From an optimization exercise on the open Yosys and OpenROAD flow, aimed at small area, a short achievable clock period and few clock cycles; shortcuts taken in it are not production practice. Only simulation tests tie the RTL to the original design; equivalence was not proved. Power figures rest on the tool's default switching activity, not on a simulated workload.

==> flow/constraint.sdc <==
create_clock -name core_clock -period 13.0 [get_ports {clk}]
set_input_delay 2.6000 -clock core_clock [delete_from_list [all_inputs] [get_ports {clk}]]
set_output_delay 2.6000 -clock core_clock [all_outputs]
set_load 0.01 [all_outputs]
==> flow/design.v <==
`timescale 1ns / 1ps
module  RV32core(
        input clk,                   
        input rst,                   
        output[29:0] imem_addr,      
        input [31:0] imem_data,      
        output[29:0] dmem_addr,      
        output       dmem_we,        
        output[3:0]  dmem_wstrb,     
        output[31:0] dmem_wdata,     
        input [31:0] dmem_rdata      
	);
    reg [29:0] pc;                   
    reg        d_valid;              
    reg [31:0] d_inst;
    reg [29:0] d_pc;
    reg        e_valid;              
    reg [31:0] e_a, e_b, e_c;        
    reg [1:0]  e_fa, e_fb, e_fc;     
    reg [4:0]  e_rd;
    reg        e_wr;                 
    reg [2:0]  e_f3;                 
    reg        e_sub;                
    reg        e_sra;                
    reg        e_br, e_pred, e_jalr, e_link, e_load, e_store;
    reg [31:0] m_res;                
    reg [31:0] m_wdata;
    reg [3:0]  m_wstrb;
    reg        m_we;
    reg [4:0]  m_rd;
    reg        m_wr, m_load;
    reg [2:0]  m_f3;
    reg [31:0] w_val;                
    reg [4:0]  w_rd;
    reg        w_wr;
    reg [31:1] rf_v;                 
    reg [31:0] rf [1:31];
    wire [4:0] d_rs1 = d_inst[19:15];
    wire [4:0] d_rs2 = d_inst[24:20];
    reg [31:0] rf_r1, rf_r2;
    integer i;
    always @* begin
        rf_r1 = 32'd0;
        rf_r2 = 32'd0;
        for (i = 1; i < 32; i = i + 1) begin
            rf_r1 = rf_r1 | ({32{d_rs1 == i[4:0] && rf_v[i]}} & rf[i]);
            rf_r2 = rf_r2 | ({32{d_rs2 == i[4:0] && rf_v[i]}} & rf[i]);
        end
    end
    genvar g;
    generate
        for (g = 1; g < 32; g = g + 1) begin : RF
            always @(posedge clk)
                if (w_wr && w_rd == g) rf[g] <= w_val;
        end
    endgenerate
    always @(posedge clk)
        if (rst) rf_v <= 31'd0;
        else if (w_wr) rf_v <= rf_v | (31'd1 << (w_rd - 5'd1));
    wire [6:0] op = d_inst[6:0];
    wire [2:0] f3 = d_inst[14:12];
    wire [4:0] rd = d_inst[11:7];
    wire is_lui   = op[6:2] == 5'b01101;
    wire is_auipc = op[6:2] == 5'b00101;
    wire is_jal   = op[6:2] == 5'b11011;
    wire is_jalr  = op[6:2] == 5'b11001;
    wire is_br    = op[6:2] == 5'b11000;
    wire is_load  = op[6:2] == 5'b00000;
    wire is_store = op[6:2] == 5'b01000;
    wire is_opi   = op[6:2] == 5'b00100;
    wire is_op    = op[6:2] == 5'b01100;
    wire use1 = ~(is_lui | is_auipc | is_jal);
    wire use2 = is_op | is_br | is_store;
    wire wr   = ~(is_br | is_store) & (rd != 5'd0);
    wire [31:0] imm_i = {{20{d_inst[31]}}, d_inst[31:20]};
    wire [31:0] imm_s = {{20{d_inst[31]}}, d_inst[31:25], d_inst[11:7]};
    wire [31:0] imm_b = {{20{d_inst[31]}}, d_inst[7], d_inst[30:25], d_inst[11:8], 1'b0};
    wire [31:0] imm_u = {d_inst[31:12], 12'b0};
    wire [31:0] imm_j = {{12{d_inst[31]}}, d_inst[19:12], d_inst[20], d_inst[30:21], 1'b0};
    wire [31:0] imm_pc = is_br ? imm_b : is_jal ? imm_j : imm_u;
    wire [29:0] d_tgt  = d_pc + imm_pc[31:2];
    wire [29:0] d_pc1  = d_pc + 30'd1;
    wire pred = is_jal | (is_br & d_inst[31]);
    wire byp1 = w_wr && w_rd == d_rs1;
    wire byp2 = w_wr && w_rd == d_rs2;
    wire [31:0] rs1v = byp1 ? w_val : rf_r1;
    wire [31:0] rs2v = byp2 ? w_val : rf_r2;
    wire f1m = e_valid && e_wr && e_rd == d_rs1;
    wire f1w = m_wr && m_rd == d_rs1;
    wire f2m = e_valid && e_wr && e_rd == d_rs2;
    wire f2w = m_wr && m_rd == d_rs2;
    wire stall = d_valid && e_valid && e_load && e_wr &&
                 ((use1 && e_rd == d_rs1) || (use2 && e_rd == d_rs2));
    wire [31:0] A = e_fa[0] ? m_res : e_fa[1] ? w_val : e_a;
    wire [31:0] B = e_fb[0] ? m_res : e_fb[1] ? w_val : e_b;
    wire [31:0] C = e_fc[0] ? m_res : e_fc[1] ? w_val : e_c;
    wire [31:0] Bx  = B ^ {32{e_sub}};
    wire [32:0] sum = {1'b0, A} + {1'b0, Bx} + {32'd0, e_sub};
    wire        eq  = A == B;
    wire        ltu = ~sum[32];
    wire        lt  = (A[31] ^ B[31]) ? A[31] : sum[31];
    wire        shl = ~e_f3[2];
    wire [31:0] A_rev;
    generate
        for (g = 0; g < 32; g = g + 1) begin : REV_A
            assign A_rev[g] = A[31 - g];
        end
    endgenerate
    wire [31:0] sh_in = shl ? A_rev : A;
    wire        sh_f  = e_sra & ~shl & A[31];
    wire [31:0] sh_1  = B[0] ? {sh_f,        sh_in[31:1]} : sh_in;
    wire [31:0] sh_2  = B[1] ? {{2{sh_f}},  sh_1[31:2]}  : sh_1;
    wire [31:0] sh_4  = B[2] ? {{4{sh_f}},  sh_2[31:4]}  : sh_2;
    wire [31:0] sh_8  = B[3] ? {{8{sh_f}},  sh_4[31:8]}  : sh_4;
    wire [31:0] sh_r  = B[4] ? {{16{sh_f}}, sh_8[31:16]} : sh_8;
    wire [31:0] sh_out;
    generate
        for (g = 0; g < 32; g = g + 1) begin : REV_S
            assign sh_out[g] = shl ? sh_r[31 - g] : sh_r[g];
        end
    endgenerate
    reg [31:0] alu;
    always @* begin
        case (e_f3)
            3'b000: alu = sum[31:0];
            3'b001: alu = sh_out;
            3'b010: alu = {31'd0, lt};
            3'b011: alu = {31'd0, ltu};
            3'b100: alu = A ^ B;
            3'b101: alu = sh_out;
            3'b110: alu = A | B;
            default: alu = A & B;
        endcase
    end
    wire [31:0] e_res = e_link ? C : alu;
    reg taken;
    always @* begin
        case (e_f3)
            3'b000: taken = eq;
            3'b001: taken = ~eq;
            3'b100: taken = lt;
            3'b101: taken = ~lt;
            3'b110: taken = ltu;
            default: taken = ~ltu;
        endcase
    end
    wire        redirect = e_valid && (e_jalr || (e_br && (taken != e_pred)));
    wire [29:0] e_tgt    = e_jalr ? sum[31:2] : C[31:2];
    wire [1:0] ea = sum[1:0];
    wire [3:0] st_strb = e_f3[1:0] == 2'b00 ? (4'b0001 << ea) :
                         e_f3[1:0] == 2'b01 ? (ea[1] ? 4'b1100 : 4'b0011) : 4'b1111;
    wire [31:0] st_data = e_f3[1:0] == 2'b00 ? {4{C[7:0]}} :
                          e_f3[1:0] == 2'b01 ? {2{C[15:0]}} : C;
    wire [1:0]  mo = m_res[1:0];
    wire [7:0]  ld_b = mo[1] ? (mo[0] ? dmem_rdata[31:24] : dmem_rdata[23:16])
                             : (mo[0] ? dmem_rdata[15:8]  : dmem_rdata[7:0]);
    wire [15:0] ld_h = mo[1] ? dmem_rdata[31:16] : dmem_rdata[15:0];
    wire [31:0] ld   = m_f3[1:0] == 2'b00 ? {{24{~m_f3[2] & ld_b[7]}}, ld_b} :
                       m_f3[1:0] == 2'b01 ? {{16{~m_f3[2] & ld_h[15]}}, ld_h} : dmem_rdata;
    assign imem_addr  = pc;
    assign dmem_addr  = m_res[31:2];
    assign dmem_we    = m_we;
    assign dmem_wstrb = m_wstrb;
    assign dmem_wdata = m_wdata;
    wire d_redirect = d_valid && pred && !stall;
    always @(posedge clk) begin
        if (rst) pc <= 30'd0;
        else if (redirect) pc <= e_tgt;
        else if (!stall) pc <= d_redirect ? d_tgt : pc + 30'd1;
        if (rst) d_valid <= 1'b0;
        else if (redirect || d_redirect) d_valid <= 1'b0;
        else if (!stall) d_valid <= 1'b1;
        if (!stall) begin
            d_inst <= imem_data;
            d_pc   <= pc;
        end
        if (rst) e_valid <= 1'b0;
        else e_valid <= d_valid && !stall && !redirect;
        e_a   <= (is_lui | is_auipc | is_jal) ? 32'd0 : rs1v;
        e_b   <= is_op | is_br ? rs2v :
                 is_store      ? imm_s :
                 is_lui        ? imm_u :
                 is_auipc      ? {d_tgt, 2'b00} : imm_i;
        e_c   <= is_store ? rs2v :
                 is_br    ? {(pred ? d_pc1 : d_tgt), 2'b00} : {d_pc1, 2'b00};
        e_fa  <= {f1w & ~f1m & use1, f1m & use1};
        e_fb  <= {f2w & ~f2m & (is_op | is_br), f2m & (is_op | is_br)};
        e_fc  <= {f2w & ~f2m & is_store, f2m & is_store};
        e_rd  <= rd;
        e_wr  <= wr;
        e_f3  <= (is_op | is_opi | is_br | is_load | is_store) ? f3 : 3'b000;
        e_sub <= is_br | (is_op & d_inst[30] & f3 == 3'b000) |
                 ((is_op | is_opi) & f3[2:1] == 2'b01);
        e_sra <= d_inst[30];
        e_br  <= is_br;
        e_pred <= pred;
        e_jalr <= is_jalr;
        e_link <= is_jal | is_jalr;
        e_load <= is_load;
        e_store <= is_store;
        if (rst) begin
            m_we <= 1'b0;
            m_wr <= 1'b0;
        end else begin
            m_we <= e_valid && e_store;
            m_wr <= e_valid && e_wr;
        end
        m_res   <= (e_load | e_store) ? sum[31:0] : e_res;
        m_wdata <= st_data;
        m_wstrb <= st_strb;
        m_rd    <= e_rd;
        m_load  <= e_load;
        m_f3    <= e_f3;
        if (rst) w_wr <= 1'b0;
        else w_wr <= m_wr;
        w_val <= m_load ? ld : m_res;
        w_rd  <= m_rd;
    end
endmodule
==> flow/run.sh <==
#!/bin/bash
# synth_recipe.tcl (not shown) runs the flow's synth.tcl, then flattens the netlist and writes it again
# the make line also repeats each setting of config.mk as NAME=value (left out here)
make -C /OpenROAD-flow-scripts/flow DESIGN_CONFIG=/design/flow/config.mk WORK_HOME=/design/flow/orfs CLKGATE_MAP_FILE= SYNTH_SCRIPT=/design/flow/synth_recipe.tcl finish
==> flow/config.mk <==
export PLATFORM = sky130hd
export DESIGN_NAME = RV32core
export DESIGN_NICKNAME = RV32core
export VERILOG_FILES = /design/flow/design.v
export SDC_FILE = /design/flow/constraint.sdc
export NUM_CORES = 4
export LEC_CHECK = 0
export CAP_MARGIN = 20
export CORE_MARGIN = 2
export CORE_UTILIZATION = 40
export SLEW_MARGIN = 20
==> summary.txt, run 1 <==
detailed placer's ending HPWL=205 mm; clock tree sinks=1351; Mapped Cells=5744; area delta synth->final=14.0%; Mapped Area=66300 um2; Final period util=0.602; final setup violation count=0; first-pass GRT wire length=456 mm; Tot GR Track Use=0.392; crit start category=register; Avg Cell Area, Syn=11.5 um2; hold_sp=e_rd[4]; Final WS setup=5180 ps; layout cells sized above 1=0.110; warnings from Yosys=2; max cap viols=0; pin count of the biggest net entering global routing=83; Initial Utilization=0.402; pwr dens=136 nW/um2; Post-synth EDFFs=1052; maximum VDD drop=160 uV; CTS root buffer=clkbuf_16; GPL Wtd Cong=1.02; Setup TNS=0 ps; worst relative slew slack=0.105; RSZ-0062 raised after global routing=false; vias=59647; worst r2r dst=pc[18]; Resized Gates After CTS=0; DRT antenna net count=0; number of global-route vias before repair=54902; RR Startpoint=e_fa[1]; max incr delay on CP=990 ps; buffers added on ports=160; final core area utilization=0.458; Max Slew Vio Count=0; max frequency=128 MHz; Power, Total=10.3 mW; flop2flop setup slack=5180 ps; Final Hold Fails=0; chip width=411 um; TritonCTS buffer count=147; worst slew pin tran=1330 ps; kind of critical path=register to register; maximum fanout along the worst path=32; CTS tree=yes; CTS clk-pin slew, worst paths=60 ps; area leader, netlist=edfxtp_1; R2R depth=16; Ports=163; Synth async-reset ratio=0; Hold EP=m_rd[4]; pre-CTS setup slack=5690 ps; drt initial violations=13871; clk buf depth=3; Filler cells=15162; CP Data Arrival Time=8510 ps; CP endpoint kind=register; hold buffers post-CTS=0; Final min period=7820 ps; Pleak=26.1 nW; CP required=13680 ps; htree depth=4; outcome=complete, no violations; nets=5968; sequential share of the synthesized area=0.567; ys flop type=edfxtp_1; Setup Fix Bufs, Post-CTS=0; Yosys top cell area share=0.477; post-synth net total=5938; synth top area cells=edfxtp_1 48%, dfxtp_1 9.0%, a22oi_1 5.1%; worst-skew pair later-pin latency=850 ps; CP cell instances=mux2_2, mux2i_1, inv_1, ha_1, nand2_1, nor3_1, nand4_1, a311oi_1, nor2_1, a31oi_1, a41oi_1, buf_4, a221oi_2, nand4_1, nand3_2, mux2_2; library cells used by synthesis=89; DRC=0; WL per Instance=42.4 um; initial antenna violation count=14; CP delay by family, top=simple AND/OR/NAND/NOR gates; CORE AREA=165000 um2; std cell rows=149; Die H=411 um; drt pass-1 iters=12; vias per cell=7.37; hold path cells=0; most frequent cells after synthesis=1052 x edfxtp_1, 452 x a22oi_1, 416 x nor2_1; Crit path buffers/inverters=2; post-synthesis sequential element count=1351; final wirelength=343 mm; CP max-delay cell=dfxtp_2; GRT overflow=0; most common cell in the netlist=edfxtp_1; worst hold path type=register to register; die area=169000 um2; final hold slack=383 ps; Clock Skew=50.7 ps
cells in the final DEF, fill, tap and decap left out, types with 17 or more instances in the layout:
cell type,instances
nor2_1,398
ha_1,126
and3_2,50
nand2_1,306
o211ai_1,32
a31oi_1,30
nor2b_1,38
xor2_1,61
o21a_1,55
a221oi_1,244
a222oi_1,62
dfxtp_1,286
xnor2_1,87
mux2_2,39
o21ai_0,208
a211oi_1,26
nor2_4,17
a22o_1,238
o31ai_1,18
nand3_1,154
a21o_1,43
nand4_1,145
clkinv_2,24
clkdlybuf4s50_1,159
buf_4,206
nor4_1,33
clkbuf_1,33
a21oi_1,358
o22ai_1,28
nor3_1,85
mux2i_1,184
edfxtp_1,1052
clkbuf_16,149
mux4_2,40
a22oi_1,452
inv_1,106
worst max path at each step:
stage | from | to | depth (start not counted)
floorplan | e_fb[1] | pc[20] | 21
global route | e_fa[1] | pc[18] | 16
CTS | e_fa[1] | pc[18] | 16
detailed placement | e_fa[1] | pc[17] | 16
finish | e_fa[1] | pc[18] | 16
global placement | e_fa[1] | pc[18] | 16
power breakdown:
part / internal, mW / switching [mW] / leakage [nW]
clock: 2.47 / 1.86 / 2.39
combinational: 0.273 / 0.658 / 11.6
sequential: 4.87 / 0.151 / 12.1
total: 7.61 / 2.67 / 26.1
cells by family (layout without fill, tap and decap cells):
family | Yosys count | after routing | share of synthesized area
adders and majority gates | 128 | 128 | 0.0244
muxes | 274 | 274 | 0.0499
other | 0 | 8 | 0
buffers and inverters | 599 | 748 | 0.0369
xor gates and xnor gates | 148 | 148 | 0.0196
AOI/OAI and AO/OA | 1900 | 1900 | 0.206
and+or+nand+nor | 1344 | 1344 | 0.0961
DFF | 1351 | 1351 | 0.567
metrics by stage:
stage	std cells	instance area [um2]
final	8090	75500
after CTS	8079	75400
after floorplan	5744	66300
after detailed placement	7811	70500
after global routing	8082	75500
after global placement	7811	70500
registers in the layout, indices dropped and copies added (netlist names), 3 cells and up:
signal	cells
m_res	32
e_a	32
w_rd	5
e_rd	5
d_pc	30
m_wstrb	4
pc	30
e_f3	3
e_b	32
m_f3	3
d_inst	30
e_c	32
rf	992
m_rd	5
m_wdata	32
rf_v	31
w_val	32
per-layer routing:
layer | vias to the layer above | global-route usage | wire length [um]
li1 | 22769 | - | -
met1 | 28937 | 0.514 | 123000
met2 | 6370 | 0.534 | 134000
met3 | 1555 | 0.166 | 58800
met4 | 16 | 0.233 | 26600
met5 | - | 0.00452 | 149
final cells by class:
cell class,instances,area [um2],share of cell area
Clock inverter,72,885,0.0117
Antenna cell,8,20.0,0.000265
Inverter,111,420,0.00557
Clock buffer,196,4050,0.0536
Tap cell,2189,2740,0.0363
Sequential cell,1351,37600,0.498
Timing Repair Buffer,369,3180,0.0421
Multi-Input combinational cell,3794,26600,0.353
Testbench counts, summed over its fixed seeds: cycles 106,450.
==> run 2, diff against run 1 <==
--- a/flow/design.v
+++ b/flow/design.v
@@ -15,4 +15,5 @@
     reg [31:0] d_inst;
     reg [29:0] d_pc;
+    reg        d_fp;                 
     reg        e_valid;              
     reg [31:0] e_a, e_b, e_c;        
@@ -21,6 +22,8 @@
     reg        e_wr;                 
     reg [2:0]  e_f3;                 
+    reg [2:0]  e_sz;                 
     reg        e_sub;                
     reg        e_sra;                
+    reg        e_sgn;                
     reg        e_br, e_pred, e_jalr, e_link, e_load, e_store;
     reg [31:0] m_res;                
@@ -55,5 +58,5 @@
         end
     endgenerate
-    always @(posedge clk)
+    always @(posedge clk or posedge rst)
         if (rst) rf_v <= 31'd0;
         else if (w_wr) rf_v <= rf_v | (31'd1 << (w_rd - 5'd1));
@@ -81,5 +84,7 @@
     wire [29:0] d_tgt  = d_pc + imm_pc[31:2];
     wire [29:0] d_pc1  = d_pc + 30'd1;
-    wire pred = is_jal | (is_br & d_inst[31]);
+    wire bpred = is_br & d_fp;               
+    wire pred  = is_jal | bpred;
+    wire [29:0] d_jtgt = d_pc + imm_j[31:2];
     wire byp1 = w_wr && w_rd == d_rs1;
     wire byp2 = w_wr && w_rd == d_rs2;
@@ -98,6 +103,5 @@
     wire [32:0] sum = {1'b0, A} + {1'b0, Bx} + {32'd0, e_sub};
     wire        eq  = A == B;
-    wire        ltu = ~sum[32];
-    wire        lt  = (A[31] ^ B[31]) ? A[31] : sum[31];
+    wire        lt  = {A[31] ^ e_sgn, A[30:0]} < {B[31] ^ e_sgn, B[30:0]};
     wire        shl = ~e_f3[2];
     wire [31:0] A_rev;
@@ -126,5 +130,5 @@
             3'b001: alu = sh_out;
             3'b010: alu = {31'd0, lt};
-            3'b011: alu = {31'd0, ltu};
+            3'b011: alu = {31'd0, lt};
             3'b100: alu = A ^ B;
             3'b101: alu = sh_out;
@@ -134,22 +138,12 @@
     end
     wire [31:0] e_res = e_link ? C : alu;
-    reg taken;
-    always @* begin
-        case (e_f3)
-            3'b000: taken = eq;
-            3'b001: taken = ~eq;
-            3'b100: taken = lt;
-            3'b101: taken = ~lt;
-            3'b110: taken = ltu;
-            default: taken = ~ltu;
-        endcase
-    end
+    wire taken = (e_f3[2] ? lt : eq) ^ e_f3[0];
     wire        redirect = e_valid && (e_jalr || (e_br && (taken != e_pred)));
     wire [29:0] e_tgt    = e_jalr ? sum[31:2] : C[31:2];
     wire [1:0] ea = sum[1:0];
-    wire [3:0] st_strb = e_f3[1:0] == 2'b00 ? (4'b0001 << ea) :
-                         e_f3[1:0] == 2'b01 ? (ea[1] ? 4'b1100 : 4'b0011) : 4'b1111;
-    wire [31:0] st_data = e_f3[1:0] == 2'b00 ? {4{C[7:0]}} :
-                          e_f3[1:0] == 2'b01 ? {2{C[15:0]}} : C;
+    wire [3:0] st_strb = e_sz[1:0] == 2'b00 ? (4'b0001 << ea) :
+                         e_sz[1:0] == 2'b01 ? (ea[1] ? 4'b1100 : 4'b0011) : 4'b1111;
+    wire [31:0] st_data = e_sz[1:0] == 2'b00 ? {4{C[7:0]}} :
+                          e_sz[1:0] == 2'b01 ? {2{C[15:0]}} : C;
     wire [1:0]  mo = m_res[1:0];
     wire [7:0]  ld_b = mo[1] ? (mo[0] ? dmem_rdata[31:24] : dmem_rdata[23:16])
@@ -163,18 +157,43 @@
     assign dmem_wstrb = m_wstrb;
     assign dmem_wdata = m_wdata;
-    wire d_redirect = d_valid && pred && !stall;
+    wire d_redirect = d_valid && is_jal && !stall;
+    wire        f_bb   = imem_data[6:0] == 7'b1100011 && imem_data[31];
+    wire [9:0]  f_off  = {imem_data[7], imem_data[30:25], imem_data[11:9]};
+    wire [9:0]  kp0 = pc[9:0] ^ f_off, kg0 = pc[9:0] & f_off;
+    wire [9:0]  kp1 = {kp0[9:1] & kp0[8:0], kp0[0]};
+    wire [9:0]  kg1 = {kg0[9:1] | (kp0[9:1] & kg0[8:0]), kg0[0]};
+    wire [9:0]  kp2 = {kp1[9:2] & kp1[7:0], kp1[1:0]};
+    wire [9:0]  kg2 = {kg1[9:2] | (kp1[9:2] & kg1[7:0]), kg1[1:0]};
+    wire [9:0]  kp3 = {kp2[9:4] & kp2[5:0], kp2[3:0]};
+    wire [9:0]  kg3 = {kg2[9:4] | (kp2[9:4] & kg2[5:0]), kg2[3:0]};
+    wire [9:0]  kg4 = {kg3[9:8] | (kp3[9:8] & kg3[1:0]), kg3[7:0]};
+    wire [10:0] f_lo = {kg4[9], kp0 ^ {kg4[8:0], 1'b0}};
+    wire        f_fp   = f_bb && f_lo[10];
+    wire [29:0] f_tgt  = {pc[29:10], f_lo[9:0]};
+    wire [29:0] pc_nb  = redirect ? e_tgt : stall ? pc : d_redirect ? d_jtgt : pc + 30'd1;
+    wire        f_take = f_fp && !redirect && !stall && !d_redirect;
+    always @(posedge clk or posedge rst) begin
+        if (rst) begin
+            pc      <= 30'd0;
+            d_valid <= 1'b0;
+            e_valid <= 1'b0;
+            m_we    <= 1'b0;
+            m_wr    <= 1'b0;
+            w_wr    <= 1'b0;
+        end else begin
+            pc      <= f_take ? f_tgt : pc_nb;
+            d_valid <= !(redirect || d_redirect) && (stall ? d_valid : 1'b1);
+            e_valid <= d_valid && !stall && !redirect;
+            m_we    <= e_valid && e_store;
+            m_wr    <= e_valid && e_wr;
+            w_wr    <= m_wr;
+        end
+    end
     always @(posedge clk) begin
-        if (rst) pc <= 30'd0;
-        else if (redirect) pc <= e_tgt;
-        else if (!stall) pc <= d_redirect ? d_tgt : pc + 30'd1;
-        if (rst) d_valid <= 1'b0;
-        else if (redirect || d_redirect) d_valid <= 1'b0;
-        else if (!stall) d_valid <= 1'b1;
         if (!stall) begin
             d_inst <= imem_data;
             d_pc   <= pc;
-        end
-        if (rst) e_valid <= 1'b0;
-        else e_valid <= d_valid && !stall && !redirect;
+            d_fp   <= f_fp;
+        end
         e_a   <= (is_lui | is_auipc | is_jal) ? 32'd0 : rs1v;
         e_b   <= is_op | is_br ? rs2v :
@@ -183,5 +202,5 @@
                  is_auipc      ? {d_tgt, 2'b00} : imm_i;
         e_c   <= is_store ? rs2v :
-                 is_br    ? {(pred ? d_pc1 : d_tgt), 2'b00} : {d_pc1, 2'b00};
+                 is_br    ? {(bpred ? d_pc1 : d_tgt), 2'b00} : {d_pc1, 2'b00};
         e_fa  <= {f1w & ~f1m & use1, f1m & use1};
         e_fb  <= {f2w & ~f2m & (is_op | is_br), f2m & (is_op | is_br)};
@@ -189,7 +208,8 @@
         e_rd  <= rd;
         e_wr  <= wr;
-        e_f3  <= (is_op | is_opi | is_br | is_load | is_store) ? f3 : 3'b000;
-        e_sub <= is_br | (is_op & d_inst[30] & f3 == 3'b000) |
-                 ((is_op | is_opi) & f3[2:1] == 2'b01);
+        e_f3  <= (is_op | is_opi | is_br) ? f3 : 3'b000;
+        e_sz  <= f3;
+        e_sub <= is_op & d_inst[30] & f3 == 3'b000;
+        e_sgn <= is_br ? ~f3[1] : ~f3[0];
         e_sra <= d_inst[30];
         e_br  <= is_br;
@@ -199,19 +219,10 @@
         e_load <= is_load;
         e_store <= is_store;
-        if (rst) begin
-            m_we <= 1'b0;
-            m_wr <= 1'b0;
-        end else begin
-            m_we <= e_valid && e_store;
-            m_wr <= e_valid && e_wr;
-        end
-        m_res   <= (e_load | e_store) ? sum[31:0] : e_res;
+        m_res   <= e_res;
         m_wdata <= st_data;
         m_wstrb <= st_strb;
         m_rd    <= e_rd;
         m_load  <= e_load;
-        m_f3    <= e_f3;
-        if (rst) w_wr <= 1'b0;
-        else w_wr <= m_wr;
+        m_f3    <= e_sz;
         w_val <= m_load ? ld : m_res;
         w_rd  <= m_rd;
==> flow/flow/run.sh (new file) <==
#!/bin/bash
set -euo pipefail
bash standard.sh SETUP_SLACK_MARGIN=8.5 TNS_END_PERCENT=20 \
    "BUFFER_PORTS_ARGS=-buffer_cell sky130_fd_sc_hd__buf_4" \
    finish > standard_flow.log 2>&1
==> flow/standard.sh (new file) <==
#!/bin/bash
# synth_recipe.tcl (not shown) runs the flow's synth.tcl, then flattens the netlist and writes it again
# the make line also repeats each setting of config.mk as NAME=value (left out here)
make -C /OpenROAD-flow-scripts/flow DESIGN_CONFIG=/design/flow/config.mk WORK_HOME=/design/flow/orfs CLKGATE_MAP_FILE= SYNTH_SCRIPT=/design/flow/synth_recipe.tcl "${@:-finish}"
--- a/flow/config.mk
+++ b/flow/config.mk
@@ -8,4 +8,4 @@
 export CAP_MARGIN = 20
 export CORE_MARGIN = 2
-export CORE_UTILIZATION = 40
+export CORE_UTILIZATION = 55
 export SLEW_MARGIN = 20
removed: flow/run.sh
==> run 2 against run 1 <==
Non-clock buffer count rose by 56. Worst hold slack got worse by 47 ps. Final area is 4.9% higher. Worst setup slack gained 2900 ps. Sequential power up 25%. Critical endpoint is now e_a[8]. Highest routed layer unchanged. Combinational power increased to 4.9 times the previous value. Clock-buffer cell count decreased by 10. Maximum frequency is 59% higher.
==> summary.txt, run 2 <==
Max Slew Vio Count=0 (unchanged); Mapped Cells=6104 (+6.3%); Synth async-reset ratio=0.0487 (+0.0487); Ports=163 (unchanged); kind of critical path=register to register; maximum fanout along the worst path=19 (-41%); RSZ-0062 raised after global routing=true; pwr dens=192 nW/um2 (+41%); Synth Area in XOR/XNOR=0.0235 (+0.00390); grt met2 use=0.676 (+0.141); Power, Total=15.2 mW (+48%); CTS tree=yes; std cell rows=130 (-13%); final hold slack=336 ps (-47.1 ps); WL per Instance=44.4 um (+4.6%); post-synth net total=6370 (+7.3%); max FFs per register=992 (unchanged); clk buf depth=3 (unchanged); area delta synth->final=13.4%; warnings from Yosys=2 (unchanged); Post-synth EDFFs=1053 (+0.095%); Yosys top cell area share=0.453 (-0.0239); Final min period=4930 ps (-2890 ps); Setup TNS=0 ps (unchanged); DRT antenna net count=0 (unchanged); most common cell in the netlist=edfxtp_1; Initial Utilization=0.555 (+0.153); outcome=complete, no violations; detailed placer's ending HPWL=215 mm (+5.1%); TritonCTS buffer count=143 (-2.7%); htree depth=4 (unchanged); worst relative slew slack=0.0988 (-0.00628); Clock Skew=52.0 ps (+1.35 ps); drt pass-1 iters=14 (+2); max frequency=203 MHz (+59%); Synth Area in Adders=0.0363 (+0.0119); Die H=360 um (-12%); Avg Cell Area, Syn=11.4 um2 (-0.85%); die area=130000 um2 (-23%); CP endpoint kind=register; worst hold path type=register to register; DRC=0 (unchanged); ys flop type=edfxtp_1; clock tree sinks=1356 (+0.37%); maximum VDD drop=166 uV (+3.3%); final wirelength=353 mm (+2.9%); final setup violation count=0 (unchanged); buffers added on ports=162 (+1.3%); most frequent cells in the layout=1053 x edfxtp_1, 471 x a22oi_1, 400 x buf_4; Final period util=0.379 (-0.222); busiest grt layer=met1; sequential share of the synthesized area=0.545 (-0.0226); Tot GR Track Use=0.523 (+0.131); most frequent cells after synthesis=1053 x edfxtp_1, 471 x a22oi_1, 381 x clkbuf_1; drt initial violations=16467 (+19%); initial antenna violation count=36 (+22); post-synthesis sequential element count=1356 (+0.37%); mux cell area share after synthesis=0.0500 (+0.0000753); Mapped Area=69800 um2 (+5.4%); GRT overflow=0 (unchanged); CTS clk-pin slew, worst paths=60 ps (about the same); most common cell after layout, fill and taps aside=edfxtp_1; Final Hold Fails=0 (unchanged); grt met1 use=0.677 (+0.162); CORE AREA=126000 um2 (-24%); met3 usage=0.268 (+0.103); worst slew pin tran=1340 ps (+5.54 ps); vias=64888 (+8.8%); GPL Wtd Cong=1.08 (+6.6%); first-pass GRT wire length=471 mm (+3.3%); Synth Area in Compound Gates=0.211 (+0.00466); CP Data Arrival Time=5480 ps (-3030 ps); library cells used by synthesis=101 (+13%); CTS root buffer=clkbuf_16; CP required=13550 ps (-130 ps); hold buffers post-CTS=0 (unchanged); Pleak=28.2 nW (+8.1%); worst-skew pair later-pin latency=820 ps (-30 ps); crit start category=register; chip width=360 um (-12%); number of global-route vias before repair=59020 (+7.5%); vias per cell=8.15 (+11%); synth top area cells=edfxtp_1 45%, dfxtp_1 6.8%, a22oi_1 5.1%; pin count of the biggest net entering global routing=69 (-17%); simple-gate share of the synthesized area=0.0977 (+0.00161); area leader, netlist=edfxtp_1; layout cells sized above 1=0.163 (+0.0530); largest family of logic cells by synthesized area=compound AO/OA/AOI/OAI gates; Most flops, register=rf; nets=6438 (+7.9%); max cap viols=0 (unchanged)
## run 2: cell count changes in the layout (fill, tap and decap cells not counted), moves of 25 or more
cell             delta
buf_4             +194
clkdlybuf4s50_1   -159
nor2_1             -68
ha_1               +67
dfrtp_1            +66
dfxtp_1            -65
or2_2              +42
o21ai_0            +38
a21oi_1            -35
a211oi_1           +32
a21oi_2            +25
## run 2: where the power goes
| part | switching (mW) | internal, mW |
|---|---|---|
| Combinational | 3.10 | 1.49 |
| Clock | 1.84 | 2.48 |
| Sequential | 0.713 | 5.56 |
## run 2: cell families (layout without fill, tap and decap cells)
kind of cell | Yosys count | in the layout
flip-flops | 1356 | 1356
AND/OR/NAND/NOR | 1404 | 1406
other | 0 | 20
buffers and inverters | 630 | 812
adder cells (fa/ha/maj) | 200 | 200
multiplexers | 287 | 287
AO/OA/AOI/OAI | 2040 | 2040
XOR/XNOR | 187 | 187
## run 2: path summary, 6_finish.rpt
kind / slack (ps) / startpoint / depth (start not counted) / to
max in group asynchronous: 10240 / rst / 3 / rf_v[12]
worst max-delay path: 8070 / d_inst[16] / 8 / e_a[8]
min in group asynchronous: 2110 / rst / 3 / pc[13]
worst min register to register: 340 / e_sz[2] / 0 / m_f3[2]
worst min-delay path: 340 / e_sz[2] / 0 / m_f3[2]
worst max register to register: 8070 / d_inst[16] / 8 / e_a[8]
## run 2: per-layer routing
metal | share of wire | vias up | wire length, um
met5 | 0.0011 | - | 385
met4 | 0.092 | 44 | 32300
met3 | 0.19 | 2088 | 67900
met2 | 0.37 | 7676 | 132000
met1 | 0.34 | 30844 | 120000
li1 | - | 24236 | -
## run 2: per-stage QoR
step / utilization / setup slack [ps] / cell area, um2 / std cells
after detailed placement: 0.579 / 6740 / 72800 / 7609
after CTS: 0.622 / 8420 / 78200 / 7887
after global routing: 0.629 / 8330 / 79100 / 7941
after floorplan: - / 8250 / 69900 / 6104
after global placement: 0.579 / 6840 / 72800 / 7609
final: 0.630 / 8070 / 79200 / 7958
## run 2: final cells by class
type | instances | area, um2
repair buffers | 425 | 3470
clock inverters | 75 | 918
clock buffers | 186 | 3950
fillers | 9895 | 46500
inverters | 126 | 517
multi-input cells | 4120 | 30200
diodes | 20 | 50.0
flip-flops and latches | 1356 | 38000
well taps | 1650 | 2060
## run 2: what timing repair did
action / 4_1_cts / 5_1_grt
buffers inserted: 16 / 44
pin swaps: 2 / 13
setup endpoints to repair: 101 / 80
cloned: 1 / 7
gates resized for setup: 76 / 103
## run 2: worst max-delay path, stage by stage, from the launching register on
cell and delay (ps):
edfxtp_1 730, nor2b_1 680, and3_2 1160, buf_4 560, a22o_1 210, a221oi_1 50
nand4_1 180, nor3_1 80, a21oi_1 1020
Testbench counts of run 2, summed over its fixed seeds: cycles 99,919.
==> run 3, diff against run 2 <==
--- a/flow/design.v
+++ b/flow/design.v
@@ -19,4 +19,6 @@
     reg [31:0] e_a, e_b, e_c;        
     reg [1:0]  e_fa, e_fb, e_fc;     
+    reg [4:0]  e_sh;                 
+    reg [1:0]  e_fs;                 
     reg [4:0]  e_rd;
     reg        e_wr;                 
@@ -75,4 +77,5 @@
     wire use1 = ~(is_lui | is_auipc | is_jal);
     wire use2 = is_op | is_br | is_store;
+    wire is_shift = (is_op | is_opi) & f3[1:0] == 2'b01;
     wire wr   = ~(is_br | is_store) & (rd != 5'd0);
     wire [31:0] imm_i = {{20{d_inst[31]}}, d_inst[31:20]};
@@ -100,4 +103,5 @@
     wire [31:0] B = e_fb[0] ? m_res : e_fb[1] ? w_val : e_b;
     wire [31:0] C = e_fc[0] ? m_res : e_fc[1] ? w_val : e_c;
+    wire [4:0]  S = e_fs[0] ? m_res[4:0] : e_fs[1] ? w_val[4:0] : e_sh;
     wire [31:0] Bx  = B ^ {32{e_sub}};
     wire [32:0] sum = {1'b0, A} + {1'b0, Bx} + {32'd0, e_sub};
@@ -113,9 +117,9 @@
     wire [31:0] sh_in = shl ? A_rev : A;
     wire        sh_f  = e_sra & ~shl & A[31];
-    wire [31:0] sh_1  = B[0] ? {sh_f,        sh_in[31:1]} : sh_in;
-    wire [31:0] sh_2  = B[1] ? {{2{sh_f}},  sh_1[31:2]}  : sh_1;
-    wire [31:0] sh_4  = B[2] ? {{4{sh_f}},  sh_2[31:4]}  : sh_2;
-    wire [31:0] sh_8  = B[3] ? {{8{sh_f}},  sh_4[31:8]}  : sh_4;
-    wire [31:0] sh_r  = B[4] ? {{16{sh_f}}, sh_8[31:16]} : sh_8;
+    wire [31:0] sh_1  = S[0] ? {sh_f,        sh_in[31:1]} : sh_in;
+    wire [31:0] sh_2  = S[1] ? {{2{sh_f}},  sh_1[31:2]}  : sh_1;
+    wire [31:0] sh_4  = S[2] ? {{4{sh_f}},  sh_2[31:4]}  : sh_2;
+    wire [31:0] sh_8  = S[3] ? {{8{sh_f}},  sh_4[31:8]}  : sh_4;
+    wire [31:0] sh_r  = S[4] ? {{16{sh_f}}, sh_8[31:16]} : sh_8;
     wire [31:0] sh_out;
     generate
@@ -206,4 +210,6 @@
         e_fb  <= {f2w & ~f2m & (is_op | is_br), f2m & (is_op | is_br)};
         e_fc  <= {f2w & ~f2m & is_store, f2m & is_store};
+        e_sh  <= !is_shift ? 5'd0 : is_op ? rs2v[4:0] : d_inst[24:20];
+        e_fs  <= {f2w & ~f2m & is_op & is_shift, f2m & is_op & is_shift};
         e_rd  <= rd;
         e_wr  <= wr;
==> flow/flow/run.sh (replaced) <==
#!/bin/bash
set -euo pipefail
bash standard.sh SETUP_SLACK_MARGIN=9.2 TNS_END_PERCENT=20 \
    "BUFFER_PORTS_ARGS=-buffer_cell sky130_fd_sc_hd__buf_4" \
    finish > standard_flow.log 2>&1
==> run 3 against run 2 <==
Still clean. Critical path type unchanged. Largest power group unchanged. Final cell count rose by 3.3%. Core utilization grew 2.1 points. Highest routed layer unchanged. Total power is 3.8% higher.
==> summary.txt, run 3 <==
CTS root buffer=clkbuf_16; max FFs per register=992 (unchanged); synth top area cells=edfxtp_1 45%, dfxtp_1 7.0%, a22oi_1 5.0%; Final min period=4390 ps (-540 ps); detailed placer's ending HPWL=214 mm (-0.60%); Most flops, register=rf; outcome=complete, no violations; Clock Skew=42.9 ps (-9.12 ps); ys flop type=edfxtp_1; max cap viols=0 (unchanged); worst hold path type=register to register; CP Data Arrival Time=5090 ps (-390 ps); flop2flop setup slack=8610 ps (+540 ps); worst relative slew slack=0.0590 (-0.0398); CP cell instances=buf_4, clkinvlp_4, and2_1, and3_2, buf_4, a22o_1, a221oi_1, nand4_1, nor3_1, a21oi_1, a221o_1; warnings from Yosys=2 (unchanged); WL per Instance=43.8 um (-1.2%); Hold EP=m_f3[2]; Final period util=0.338 (-0.0415); CP max-delay cell=nor3_1; CORE AREA=127000 um2 (+1.2%); Mapped Area=70300 um2 (+0.65%); Filler cells=9779 (-1.2%); initial antenna violation count=25 (-31%); Setup TNS=0 ps (unchanged); area leader, netlist=edfxtp_1; most frequent cells after synthesis=1053 x edfxtp_1, 469 x a22oi_1, 407 x nor2_1; most common cell in the netlist=edfxtp_1; first-pass GRT wire length=484 mm (+2.6%); clock tree sinks=1363 (+0.52%); number of global-route vias before repair=60648 (+2.8%); final setup violation count=0 (unchanged); CP delay by family, top=simple AND/OR/NAND/NOR gates; max incr delay on CP=680 ps (-480 ps); hold buffers post-CTS=0 (unchanged); pwr dens=190 nW/um2 (-0.69%); library cells used by synthesis=98 (-3.0%); Tot GR Track Use=0.533 (+0.00980); pin count of the biggest net entering global routing=67 (-2.9%); worst slew pin tran=1410 ps (+68.6 ps); Ports=163 (unchanged); Yosys top cell area share=0.450 (-0.00293); GRT overflow=0 (unchanged); die area=131000 um2 (+0.64%); final hold slack=322 ps (-14.2 ps); chip width=361 um (+0.32%); buffers added on ports=162 (unchanged); crit start category=register; Final WS setup=8610 ps (+540 ps); post-synth net total=6467 (+1.5%); RR Startpoint=d_inst[24]; area delta synth->final=17.8%; Pleak=29.6 nW (+4.9%); std cell rows=131 (+0.77%); drt pass-1 iters=13 (-1); TritonCTS buffer count=145 (+1.4%); CP endpoint kind=register; clk buf depth=3 (unchanged); sequential share of the synthesized area=0.543 (-0.00153); maximum VDD drop=148 uV (-11%); nets=6685 (+3.8%); most frequent cells in the layout=1053 x edfxtp_1, 497 x buf_4, 468 x a22oi_1; Die H=361 um (+0.32%); hold_sp=e_sz[2]; Crit path buffers/inverters=3 (+2); Post-synth EDFFs=1053 (unchanged); GPL Wtd Cong=1.06 (-1.9%); RSZ-0062 raised after global routing=true; most frequent CP cell=buf_4; Final Hold Fails=0 (unchanged); drt initial violations=16467 (unchanged); CTS clk-pin slew, worst paths=60 ps (about the same); vias=66540 (+2.5%); post-synthesis sequential element count=1363 (+0.52%); worst r2r dst=e_b[15]; R2R depth=11 (+3); Mapped Cells=6201 (+1.6%); Avg Cell Area, Syn=11.3 um2 (-0.92%); max frequency=228 MHz (+12%); Max Slew Vio Count=0 (unchanged); DRT antenna net count=0 (unchanged); CP required=13700 ps (+150 ps); CTS tree=yes; Synth async-reset ratio=0.0484 (-0.000250); final wirelength=360 mm (+2.1%); kind of critical path=register to register; worst-skew pair later-pin latency=830 ps (about the same); layout cells sized above 1=0.212 (+0.0484); maximum fanout along the worst path=24 (+5); vias per cell=8.10 (-0.71%); Initial Utilization=0.552 (-0.00280); final core area utilization=0.651 (+0.0209); DRC=0 (unchanged); hold path cells=0 (unchanged); htree depth=4 (unchanged); pre-CTS setup slack=6990 ps (+256 ps); most common cell after layout, fill and taps aside=edfxtp_1
## run 3: changes by cell type after synthesis, moves of 14 or more
cell / change
clkbuf_1: +21
o21ai_1: +24
a21oi_1: +24
nand3_1: +15
nor3_1: +24
nor2_1: +42
o21ai_0: -44
inv_1: -14
## run 3: area by class of cell
type                    count  area [um2]  area share
flip-flops and latches   1363       38300       0.462
multi-input cells        4208       32000       0.387
repair buffers            581        5030      0.0608
clock buffers             178        3810      0.0461
well taps                1662        2080      0.0251
clock inverters            90        1070      0.0130
inverters                 120         480     0.00580
diodes                     17        42.5    0.000514
## run 3: metrics by stage
step / instances / instance area, um2 / total power [mW]
3_3_place_gp: 7722 / 73500 / 10.5
3_5_place_dp: 7723 / 73500 / 10.5
4_1_cts: 8092 / 80600 / 15.0
6_report: 8219 / 82800 / 15.8
5_1_grt: 8205 / 82700 / 16.0
2_1_floorplan: 6201 / 70400 / 8.41
## run 3: what timing repair did
| item | in CTS | in global routing |
|---|---|---|
| pin swaps | 72 | 72 |
| endpoints found under the setup margin | 298 | 304 |
| resized for setup | 295 | 271 |
| cloned | 8 | 3 |
| hold endpoints to repair | 0 | 0 |
| setup buffers | 93 | 107 |
## run 3: how the worst max path moves through the flow
stage                       from             to  slack, ps  cells after the start
global placement    imem_data[4]         pc[19]       7000                     10
global route        imem_data[9]         pc[10]       8590                     14
floorplan           imem_data[9]         pc[29]       8200                     13
CTS                    m_res[27]  dmem_addr[25]       8690                      1
finish                d_inst[24]        e_b[15]       8610                     11
detailed placement  imem_data[4]         pc[19]       6990                     10
## run 3: per-layer routing
metal,track usage,wire length [um]
met1,0.688,122000
met2,0.692,136000
met3,0.290,72100
met4,0.325,29900
met5,0.00333,215
## run 3: cells by family (layout without fill, tap and decap cells)
family,count (synthesis),after routing,share of synthesized area
AO/OA/AOI/OAI,2060,2061,0.212
AND/OR/NAND/NOR,1468,1470,0.101
flip-flops,1363,1363,0.543
buffers and inverters,633,969,0.0371
multiplexers,287,287,0.0480
adder cells (fa/ha/maj),200,200,0.0360
XOR/XNOR,190,190,0.0237
other,0,17,0
## run 3: power breakdown
| part | internal (mW) | switching, mW |
|---|---|---|
| Clock | 2.42 | 1.91 |
| Sequential | 5.62 | 0.662 |
| Combinational | 1.79 | 3.36 |
| Total | 9.83 | 5.93 |
Testbench counts of run 3, summed over its fixed seeds: cycles 99,919.
==> run 4, diff against run 3 <==
--- a/flow/design.v
+++ b/flow/design.v
@@ -162,17 +162,11 @@
     assign dmem_wdata = m_wdata;
     wire d_redirect = d_valid && is_jal && !stall;
-    wire        f_bb   = imem_data[6:0] == 7'b1100011 && imem_data[31];
-    wire [9:0]  f_off  = {imem_data[7], imem_data[30:25], imem_data[11:9]};
-    wire [9:0]  kp0 = pc[9:0] ^ f_off, kg0 = pc[9:0] & f_off;
-    wire [9:0]  kp1 = {kp0[9:1] & kp0[8:0], kp0[0]};
-    wire [9:0]  kg1 = {kg0[9:1] | (kp0[9:1] & kg0[8:0]), kg0[0]};
-    wire [9:0]  kp2 = {kp1[9:2] & kp1[7:0], kp1[1:0]};
-    wire [9:0]  kg2 = {kg1[9:2] | (kp1[9:2] & kg1[7:0]), kg1[1:0]};
-    wire [9:0]  kp3 = {kp2[9:4] & kp2[5:0], kp2[3:0]};
-    wire [9:0]  kg3 = {kg2[9:4] | (kp2[9:4] & kg2[5:0]), kg2[3:0]};
-    wire [9:0]  kg4 = {kg3[9:8] | (kp3[9:8] & kg3[1:0]), kg3[7:0]};
-    wire [10:0] f_lo = {kg4[9], kp0 ^ {kg4[8:0], 1'b0}};
-    wire        f_fp   = f_bb && f_lo[10];
-    wire [29:0] f_tgt  = {pc[29:10], f_lo[9:0]};
+    wire        f_bb   = imem_data[6:0] == 7'b1100011 && imem_data[31] &&
+                         imem_data[7] && imem_data[30:27] == 4'b1111;
+    wire [4:0]  f_off  = {imem_data[26:25], imem_data[11:9]};
+    wire [5:0]  f_lo   = {1'b0, pc[4:0]} + {1'b0, f_off};
+    wire [24:0] pc_hm1 = pc[29:5] - 25'd1;
+    wire        f_fp   = f_bb;
+    wire [29:0] f_tgt  = {f_lo[5] ? pc[29:5] : pc_hm1, f_lo[4:0]};
     wire [29:0] pc_nb  = redirect ? e_tgt : stall ? pc : d_redirect ? d_jtgt : pc + 30'd1;
     wire        f_take = f_fp && !redirect && !stall && !d_redirect;
==> flow/flow/run.sh (replaced) <==
#!/bin/bash
set -euo pipefail
bash standard.sh SETUP_SLACK_MARGIN=9.4 TNS_END_PERCENT=20 \
    "BUFFER_PORTS_ARGS=-buffer_cell sky130_fd_sc_hd__buf_4" \
    finish > standard_flow.log 2>&1
--- a/flow/config.mk
+++ b/flow/config.mk
@@ -9,3 +9,5 @@
 export CORE_MARGIN = 2
 export CORE_UTILIZATION = 55
+export CTS_CLUSTER_DIAMETER = 120
+export CTS_CLUSTER_SIZE = 24
 export SLEW_MARGIN = 20
==> run 4 against run 3 <==
Still clean. Flip-flop and latch count unchanged. Synthesized cell count grew 1.1%. Synthesized area up 0.60%. Final cell count fell by 1.2%. Combinational power fell by 4.7%. Highest routed layer unchanged.
==> summary.txt, run 4 <==
clk buf depth=3 (unchanged); final setup violation count=0 (unchanged); final wirelength=367 mm (+2.0%); worst relative slew slack=0.120 (+0.0607); GPL Wtd Cong=1.07 (+0.56%); Tot GR Track Use=0.542 (+0.00846); Avg Cell Area, Syn=11.3 um2 (-0.47%); pin count of the biggest net entering global routing=68 (+1.5%); Comb pwr share=0.352 (+0.025); GRT overflow=0 (unchanged); max frequency=229 MHz (+0.73%); Crit path buffers/inverters=4 (+1); max FFs per register=992 (unchanged); grt met2 use=0.703 (+0.0111); Most flops, register=rf; worst-skew pair later-pin latency=770 ps (-60 ps); CP required=13620 ps (-80 ps); CP max-delay cell=a211oi_2; Max Slew Vio Count=0 (unchanged); Die H=362 um (+0.30%); nets=6648 (-0.55%); Final Hold Fails=0 (unchanged); kind of critical path=register to register; Final min period=4360 ps (-31.9 ps); Pint=8.36 mW (-15%); crit start category=register; Mapped Cells=6268 (+1.1%); drt pass-1 iters=17 (+4); most common cell in the netlist=edfxtp_1; vias=66519 (-0.032%); outcome=complete, no violations; chip width=362 um (+0.30%); htree depth=3 (-1); Setup TNS=0 ps (unchanged); area leader, netlist=edfxtp_1; worst slew pin tran=1310 ps (-99.6 ps); post-synth net total=6531 (+0.99%); Ports=163 (unchanged); busiest grt layer=met2; RSZ-0062 raised after global routing=true; Post-synth EDFFs=1053 (unchanged); Yosys top cell area share=0.447 (-0.00269); number of global-route vias before repair=60278 (-0.61%); CP Depth=17 (+6); CTS clk-pin slew, worst paths=100 ps (+40 ps); CP endpoint kind=register; max incr delay on CP=510 ps (-170 ps); layout cells sized above 1=0.205 (-0.00718); clock tree sinks=1363 (unchanged); Synth async-reset ratio=0.0484 (unchanged); Filler cells=9995 (+2.2%); hold path cells=0 (unchanged); ys flop type=edfxtp_1; CP Data Arrival Time=4980 ps (-110 ps); R2R depth=17 (+6); detailed placer's ending HPWL=224 mm (+5.0%); Mapped Area=70700 um2 (+0.60%); met3 usage=0.298 (+0.00832); pwr dens=173 nW/um2 (-9.4%); initial antenna violation count=25 (unchanged); Clock Skew=44.2 ps (+1.24 ps); CP delay by family, top=compound AO/OA/AOI/OAI gates; vias per cell=8.19 (+1.2%); Reg power frac=0.464 (+0.066); area delta synth->final=14.4%; CORE AREA=128000 um2 (+0.26%); sequential share of the synthesized area=0.540 (-0.00325); most common cell after layout, fill and taps aside=edfxtp_1; maximum fanout along the worst path=7 (-71%); most frequent cells after synthesis=1053 x edfxtp_1, 499 x a22oi_1, 403 x clkbuf_1; buffers added on ports=162 (unchanged); final core area utilization=0.634 (-0.0166); Pleak=28.5 nW (-3.7%); CP cell instances=buf_6, buf_16, mux2i_1, nor2_1, a21oi_2, ha_1, o21bai_1, a221oi_4, o22ai_2, nor4_4, o211ai_1, buf_4, mux2_4, a31o_4, buf_12, a211oi_2, a21oi_1; Switch Pwr=5.59 mW (-5.7%); Switching Share=0.401 (+0.0244); warnings from Yosys=2 (unchanged); drt initial violations=16924 (+2.8%); std cell rows=131 (unchanged); die area=131000 um2 (+0.60%); CTS tree=yes; register cell area after layout=38300 um2 (about the same); grt met1 use=0.693 (+0.00496); TritonCTS buffer count=69 (-52%); synth top area cells=edfxtp_1 45%, dfxtp_1 6.9%, a22oi_1 5.3%; WL per Instance=45.2 um (+3.2%); Final period util=0.335 (-0.00245); DRT antenna net count=0 (unchanged); worst hold path type=register to register; library cells used by synthesis=100 (+2.0%); DRC=0 (unchanged); max cap viols=0 (unchanged); Initial Utilization=0.554 (+0.00190); first-pass GRT wire length=490 mm (+1.2%); most frequent cells in the layout=1053 x edfxtp_1, 499 x a22oi_1, 474 x buf_4; Clk pwr share=0.185 (-0.090); maximum VDD drop=130 uV (-12%); post-synthesis sequential element count=1363 (unchanged); Multi-input gate area=32700 um2 (+2.3%); CTS root buffer=clkbuf_16
[run 4: cell count changes after synthesis, moves of 10 or more]
| cell | before | now |
|---|---|---|
| a31oi_1 | 45 | 30 |
| mux2i_1 | 220 | 233 |
| nand2_1 | 312 | 333 |
| a21oi_1 | 374 | 393 |
| nand3_1 | 191 | 202 |
| a22o_1 | 225 | 215 |
| inv_1 | 107 | 134 |
| o21ai_0 | 209 | 227 |
| a22oi_1 | 469 | 499 |
| o21a_1 | 53 | 68 |
| a221oi_1 | 244 | 227 |
| buf_2 | 9 | 23 |
| nor2_1 | 407 | 371 |
[run 4: worst register-to-register path: stages (launching register included)]
cell,delay [ps]
dfxtp_4,400
buf_6,120
buf_16,150
mux2i_1,200
nor2_1,70
a21oi_2,250
ha_1,200
o21bai_1,150
a221oi_4,410
o22ai_2,150
nor4_4,410
o211ai_1,130
buf_4,190
mux2_4,340
a31o_4,310
buf_12,190
a211oi_2,510
a21oi_1,80
[run 4: layout make-up]
type	count	share of cell area
antenna	18	0.000557
multi-input combinational	4245	0.405
tap	1662	0.0257
clock inverter	13	0.00221
sequential	1363	0.473
timing repair buffer	567	0.0629
inverter	139	0.00656
clock buffer	115	0.0240
[run 4: kinds of logic after synthesis]
logic type | Yosys count | share of synthesized area
buffers and inverters | 661 | 0.0385
AO/OA/AOI/OAI | 2070 | 0.210
XOR/XNOR | 197 | 0.0244
flip-flops | 1363 | 0.540
multiplexers | 295 | 0.0499
AND/OR/NAND/NOR | 1485 | 0.102
adder cells (fa/ha/maj) | 197 | 0.0353
[run 4: path summary, 6_finish.rpt]
| path | from | to | slack (ps) |
|---|---|---|---|
| setup reg to reg | e_fb[1] | pc[4] | 8640 |
| setup / recovery | e_fb[1] | pc[4] | 8640 |
| max in group asynchronous | rst | pc[6] | 10100 |
| min in group asynchronous | rst | pc[28] | 2160 |
| hold reg to reg | e_sz[2] | m_f3[2] | 340 |
| hold / removal | e_sz[2] | m_f3[2] | 340 |
[run 4: per-stage QoR]
step	cell area (um2)	worst slack, ps	total power, mW	hold WS [ps]	cells
global placement	73700	7300	10.4	314	7767
floorplan	70800	8370	8.35	310	6268
CTS	79300	8880	13.3	344	8050
detailed placement	73700	7250	10.5	319	7767
global route	80800	8660	14.1	355	8106
finish	80900	8640	13.9	342	8122
[run 4: power by group through the flow]
stage / Combinational, mW / Sequential [mW] / Clock [mW]
4_1_cts: 4.39 / 6.38 / 2.54
3_3_place_gp: 4.01 / 6.44 / 0
5_1_grt: 5.02 / 6.44 / 2.67
3_5_place_dp: 4.02 / 6.44 / 0
6_report: 4.91 / 6.47 / 2.58
2_1_floorplan: 2.14 / 6.21 / 0
[run 4: metal layers]
| metal | vias up | share of wire |
|---|---|---|
| li1 | 24807 | - |
| met1 | 31787 | 0.34 |
| met2 | 7763 | 0.38 |
| met3 | 2119 | 0.20 |
| met4 | 43 | 0.088 |
| met5 | - | 0.0022 |
[run 4: repair_timing]
item,in CTS,in global routing
hold buffers,0,0
gates resized for setup,483,218
gates cloned,17,2
buffers inserted,138,52
pin swaps,116,93
setup endpoints to repair,266,284
endpoints found under the hold margin,0,0
Testbench counts of run 4, summed over its fixed seeds: cycles 99,919.
==> run 5, diff against run 4 <==
--- a/flow/design.v
+++ b/flow/design.v
@@ -18,7 +18,7 @@
     reg        e_valid;              
     reg [31:0] e_a, e_b, e_c;        
-    reg [1:0]  e_fa, e_fb, e_fc;     
+    reg        e_fa, e_fb, e_fc;     
     reg [4:0]  e_sh;                 
-    reg [1:0]  e_fs;                 
+    reg        e_fs;                 
     reg [4:0]  e_rd;
     reg        e_wr;                 
@@ -36,7 +36,5 @@
     reg        m_wr, m_load;
     reg [2:0]  m_f3;
-    reg [31:0] w_val;                
-    reg [4:0]  w_rd;
-    reg        w_wr;
+    wire [31:0] wb_val;              
     reg [31:1] rf_v;                 
     reg [31:0] rf [1:31];
@@ -57,10 +55,10 @@
         for (g = 1; g < 32; g = g + 1) begin : RF
             always @(posedge clk)
-                if (w_wr && w_rd == g) rf[g] <= w_val;
+                if (m_wr && m_rd == g) rf[g] <= wb_val;
         end
     endgenerate
     always @(posedge clk or posedge rst)
         if (rst) rf_v <= 31'd0;
-        else if (w_wr) rf_v <= rf_v | (31'd1 << (w_rd - 5'd1));
+        else if (m_wr) rf_v <= rf_v | (31'd1 << (m_rd - 5'd1));
     wire [6:0] op = d_inst[6:0];
     wire [2:0] f3 = d_inst[14:12];
@@ -90,18 +88,16 @@
     wire pred  = is_jal | bpred;
     wire [29:0] d_jtgt = d_pc + imm_j[31:2];
-    wire byp1 = w_wr && w_rd == d_rs1;
-    wire byp2 = w_wr && w_rd == d_rs2;
-    wire [31:0] rs1v = byp1 ? w_val : rf_r1;
-    wire [31:0] rs2v = byp2 ? w_val : rf_r2;
+    wire byp1 = m_wr && m_rd == d_rs1;
+    wire byp2 = m_wr && m_rd == d_rs2;
+    wire [31:0] rs1v = byp1 ? wb_val : rf_r1;
+    wire [31:0] rs2v = byp2 ? wb_val : rf_r2;
     wire f1m = e_valid && e_wr && e_rd == d_rs1;
-    wire f1w = m_wr && m_rd == d_rs1;
     wire f2m = e_valid && e_wr && e_rd == d_rs2;
-    wire f2w = m_wr && m_rd == d_rs2;
     wire stall = d_valid && e_valid && e_load && e_wr &&
                  ((use1 && e_rd == d_rs1) || (use2 && e_rd == d_rs2));
-    wire [31:0] A = e_fa[0] ? m_res : e_fa[1] ? w_val : e_a;
-    wire [31:0] B = e_fb[0] ? m_res : e_fb[1] ? w_val : e_b;
-    wire [31:0] C = e_fc[0] ? m_res : e_fc[1] ? w_val : e_c;
-    wire [4:0]  S = e_fs[0] ? m_res[4:0] : e_fs[1] ? w_val[4:0] : e_sh;
+    wire [31:0] A = e_fa ? m_res : e_a;
+    wire [31:0] B = e_fb ? m_res : e_b;
+    wire [31:0] C = e_fc ? m_res : e_c;
+    wire [4:0]  S = e_fs ? m_res[4:0] : e_sh;
     wire [31:0] Bx  = B ^ {32{e_sub}};
     wire [32:0] sum = {1'b0, A} + {1'b0, Bx} + {32'd0, e_sub};
@@ -156,4 +152,5 @@
     wire [31:0] ld   = m_f3[1:0] == 2'b00 ? {{24{~m_f3[2] & ld_b[7]}}, ld_b} :
                        m_f3[1:0] == 2'b01 ? {{16{~m_f3[2] & ld_h[15]}}, ld_h} : dmem_rdata;
+    assign wb_val     = m_load ? ld : m_res;
     assign imem_addr  = pc;
     assign dmem_addr  = m_res[31:2];
@@ -178,5 +175,4 @@
             m_we    <= 1'b0;
             m_wr    <= 1'b0;
-            w_wr    <= 1'b0;
         end else begin
             pc      <= f_take ? f_tgt : pc_nb;
@@ -185,5 +181,4 @@
             m_we    <= e_valid && e_store;
             m_wr    <= e_valid && e_wr;
-            w_wr    <= m_wr;
         end
     end
@@ -201,9 +196,9 @@
         e_c   <= is_store ? rs2v :
                  is_br    ? {(bpred ? d_pc1 : d_tgt), 2'b00} : {d_pc1, 2'b00};
-        e_fa  <= {f1w & ~f1m & use1, f1m & use1};
-        e_fb  <= {f2w & ~f2m & (is_op | is_br), f2m & (is_op | is_br)};
-        e_fc  <= {f2w & ~f2m & is_store, f2m & is_store};
+        e_fa  <= f1m & use1;
+        e_fb  <= f2m & (is_op | is_br);
+        e_fc  <= f2m & is_store;
         e_sh  <= !is_shift ? 5'd0 : is_op ? rs2v[4:0] : d_inst[24:20];
-        e_fs  <= {f2w & ~f2m & is_op & is_shift, f2m & is_op & is_shift};
+        e_fs  <= f2m & is_op & is_shift;
         e_rd  <= rd;
         e_wr  <= wr;
@@ -225,6 +220,4 @@
         m_load  <= e_load;
         m_f3    <= e_sz;
-        w_val <= m_load ? ld : m_res;
-        w_rd  <= m_rd;
     end
 endmodule
==> run 5 against run 4 <==
First-iteration DRC count shrank 5.0%. Combinational power grew 11%. Highest routed layer unchanged. Total power grew 1.3%. Critical path depth shrank 10. Core utilization grew 2.4 points. Synthesized cell count shrank 4.9%.
==> summary.txt, run 5 <==
outcome=complete, no violations; most common cell after layout, fill and taps aside=edfxtp_1; CTS clk-pin slew, worst paths=110 ps (about the same); layout cells sized above 1=0.244 (+0.0393); post-synth net total=6223 (-4.7%); crit start category=register; kind of critical path=register to register; Avg Cell Area, Syn=11.4 um2 (+1.4%); CTS root buffer=clkbuf_16; max incr delay on CP=840 ps (+330 ps); Mapped Area=68100 um2 (-3.6%); sequential share of the synthesized area=0.548 (+0.00770); ys flop type=edfxtp_1; maximum VDD drop=155 uV (+19%); most frequent cells after synthesis=1053 x edfxtp_1, 449 x a22oi_1, 394 x clkbuf_1; initial antenna violation count=28 (+12%); final setup violation count=0 (unchanged); die area=127000 um2 (-3.6%); nets=6529 (-1.8%); max frequency=232 MHz (+1.2%); Multi-input gate area=32200 um2 (-1.7%); Die H=356 um (-1.8%); buffers added on ports=162 (unchanged); final core area utilization=0.658 (+0.0243); most common cell in the netlist=edfxtp_1; pwr dens=174 nW/um2 (+0.85%); std cell rows=129 (-1.5%); area delta synth->final=19.1%; drt pass-1 iters=13 (-4); first-pass GRT wire length=481 mm (-1.7%); Yosys top cell area share=0.464 (+0.0167); worst slew pin tran=1370 ps (+64.1 ps); Most flops, register=rf; post-synthesis sequential element count=1321 (-3.1%); DRC=0 (unchanged); chip width=356 um (-1.8%); RSZ-0062 raised after global routing=true; warnings from Yosys=2 (unchanged); Pleak=28.8 nW (+1.2%); Power, Total=14.1 mW (+1.3%); R2R depth=7 (-10); DP Area=71200 um2 (-3.4%); most frequent cells in the layout=1053 x edfxtp_1, 544 x buf_4, 446 x a22oi_1; CP max-delay cell=a21oi_1; max FFs per register=992 (unchanged); CORE AREA=123000 um2 (-3.3%); clk buf depth=3 (unchanged); library cells used by synthesis=88 (-12%); Mapped Cells=5960 (-4.9%); synth top area cells=edfxtp_1 46%, dfxtp_1 6.0%, a22oi_1 4.9%; TritonCTS buffer count=67 (-2.9%); CTS tree=yes; Final period util=0.332 (-0.00395); Final min period=4310 ps (-51.3 ps); GRT overflow=0 (unchanged); WL per Instance=45.8 um (+1.2%); Tot GR Track Use=0.552 (+0.0108); Initial Utilization=0.553 (-0.00168); Max Slew Vio Count=0 (unchanged); CP cell instances=nor2b_1, and3_2, buf_4, a22oi_1, nand4_1, nor4_1, a21oi_1; Setup TNS=0 ps (unchanged); final wirelength=365 mm (-0.62%); Post-synth EDFFs=1053 (unchanged); Clock Skew=34.9 ps (-9.28 ps); hold_sp=e_sz[2]; DRT antenna net count=0 (unchanged); hold path cells=0 (unchanged); CP Data Arrival Time=4820 ps (-160 ps); Synth async-reset ratio=0.0492 (+0.000783); Ports=163 (unchanged); max cap viols=0 (unchanged); detailed placer's ending HPWL=210 mm (-6.6%); flop2flop setup slack=8690 ps (+50 ps); htree depth=3 (unchanged); register cell area after layout=37400 um2 (-2.3%); drt initial violations=16082 (-5.0%); area leader, netlist=edfxtp_1; worst r2r dst=e_a[4]; CP required=13510 ps (-110 ps); RR Startpoint=d_inst[16]; Filler cells=9331 (-6.6%); vias=65502 (-1.5%); Hold EP=m_f3[2]; worst-skew pair later-pin latency=720 ps (-50 ps); post-route cell area=81200 um2 (+0.41%); Finished Layout Cells=7975 (-1.8%); pin count of the biggest net entering global routing=66 (-2.9%); worst relative slew slack=0.0861 (-0.0335); GPL Wtd Cong=1.07 (-0.16%); DP Cell Count=7437 (-4.2%); vias per cell=8.21 (+0.29%); worst hold path type=register to register; clock tree sinks=1321 (-3.1%); number of global-route vias before repair=58310 (-3.3%); crit path from=d_inst[16]; CP endpoint kind=register; maximum fanout along the worst path=27 (+20); Final Hold Fails=0 (unchanged)
==> run 5: repair_timing <==
item | CTS | global route
pin swaps | 132 | 128
hold buffers | 0 | 0
buffers inserted | 205 | 146
resized for setup | 577 | 333
endpoints found under the setup margin | 1221 | 1157
gates cloned | 37 | 9
==> run 5: worst max-delay path by stage <==
stage              end  slack [ps]  cells past startpoint
2_1_floorplan   pc[14]        8430                      9
3_3_place_gp   e_b[16]        7350                     11
3_5_place_dp   e_b[16]        7370                     11
4_1_cts        e_b[31]        8840                     20
5_1_grt        e_c[31]        8790                     20
6_report        e_a[4]        8690                      7
==> run 5: power breakdown <==
part | internal [mW] | switching, mW
combinational | 2.12 | 3.33
clock | 1.03 | 1.47
sequential | 5.41 | 0.763
total | 8.56 | 5.56
==> run 5: layout make-up <==
cell class | count | share of cell area
clock buffers | 108 | 0.0228
repair inverters | 5 | 0.000431
multi-input cells | 4016 | 0.396
inverters | 139 | 0.00683
diodes | 20 | 0.000616
repair buffers | 716 | 0.0850
clock inverters | 13 | 0.00220
well taps | 1637 | 0.0252
flip-flops and latches | 1321 | 0.461
==> run 5: kinds of logic after synthesis <==
kind of cell | synth area share
AO/OA/AOI/OAI | 0.207
XOR/XNOR | 0.0226
adder cells (fa/ha/maj) | 0.0366
buffers and inverters | 0.0377
flip-flops | 0.548
multiplexers | 0.0472
AND/OR/NAND/NOR | 0.101
==> run 5: metrics by stage <==
step	hold slack, ps	worst slack [ps]
2_1_floorplan	310	8430
3_3_place_gp	311	7350
3_5_place_dp	312	7370
4_1_cts	338	8840
5_1_grt	346	8790
6_report	341	8690
==> run 5: worst max-delay path, delay by kind of cell (launching register included) <==
family | cells | cell delay [ps]
AO/OA/AOI/OAI | 2 | 1050
buffers and inverters | 1 | 690
flip-flops | 1 | 720
AND/OR/NAND/NOR | 4 | 1580
==> run 5: layer usage <==
metal | share of wire | GRT usage
met5 | 0.0021 | 0.0351
met4 | 0.11 | 0.446
met3 | 0.19 | 0.278
met2 | 0.39 | 0.753
met1 | 0.31 | 0.650
Testbench counts of run 5, summed over its fixed seeds: cycles 99,919.

==> re-timing with driven ports <==
The flow's constraints put no driver on any port. The routed layouts listed below were extracted and timed again, unchanged, in two steps.
Step 1 assumes that a clkbuf_16 drives the clock port and a buf_2 every other input.
Step 2, shift: input delay + t, output delay - t, t = (earliest + latest rising clock arrival at the registers) / 2. This alone moves slack from input paths to output paths.
Three values: no drivers, after step 1, after step 2; two values: the first two.
| run | t, ns | slack for setup (ns) | worst setup path at the end |
|---|---|---|---|
| run 1 | 0.911 | 5.176 / 5.176 / 5.176 | register to register |
| run 2 | 0.879 | 8.067 / 8.067 / 7.757 | input to register |
| run 3 | 0.893 | 8.607 / 8.607 / 7.820 | input to register |
| run 4 | 0.832 | 8.639 / 8.639 / 8.110 | input to register |
| run 5 | 0.779 | 8.690 / 8.690 / 8.013 | input to register |
After both steps every run listed still meets setup and hold. For run 3, which loses most, drivers alone change the setup slack by 0.000 ns; drivers and shift together by -0.787 ns.
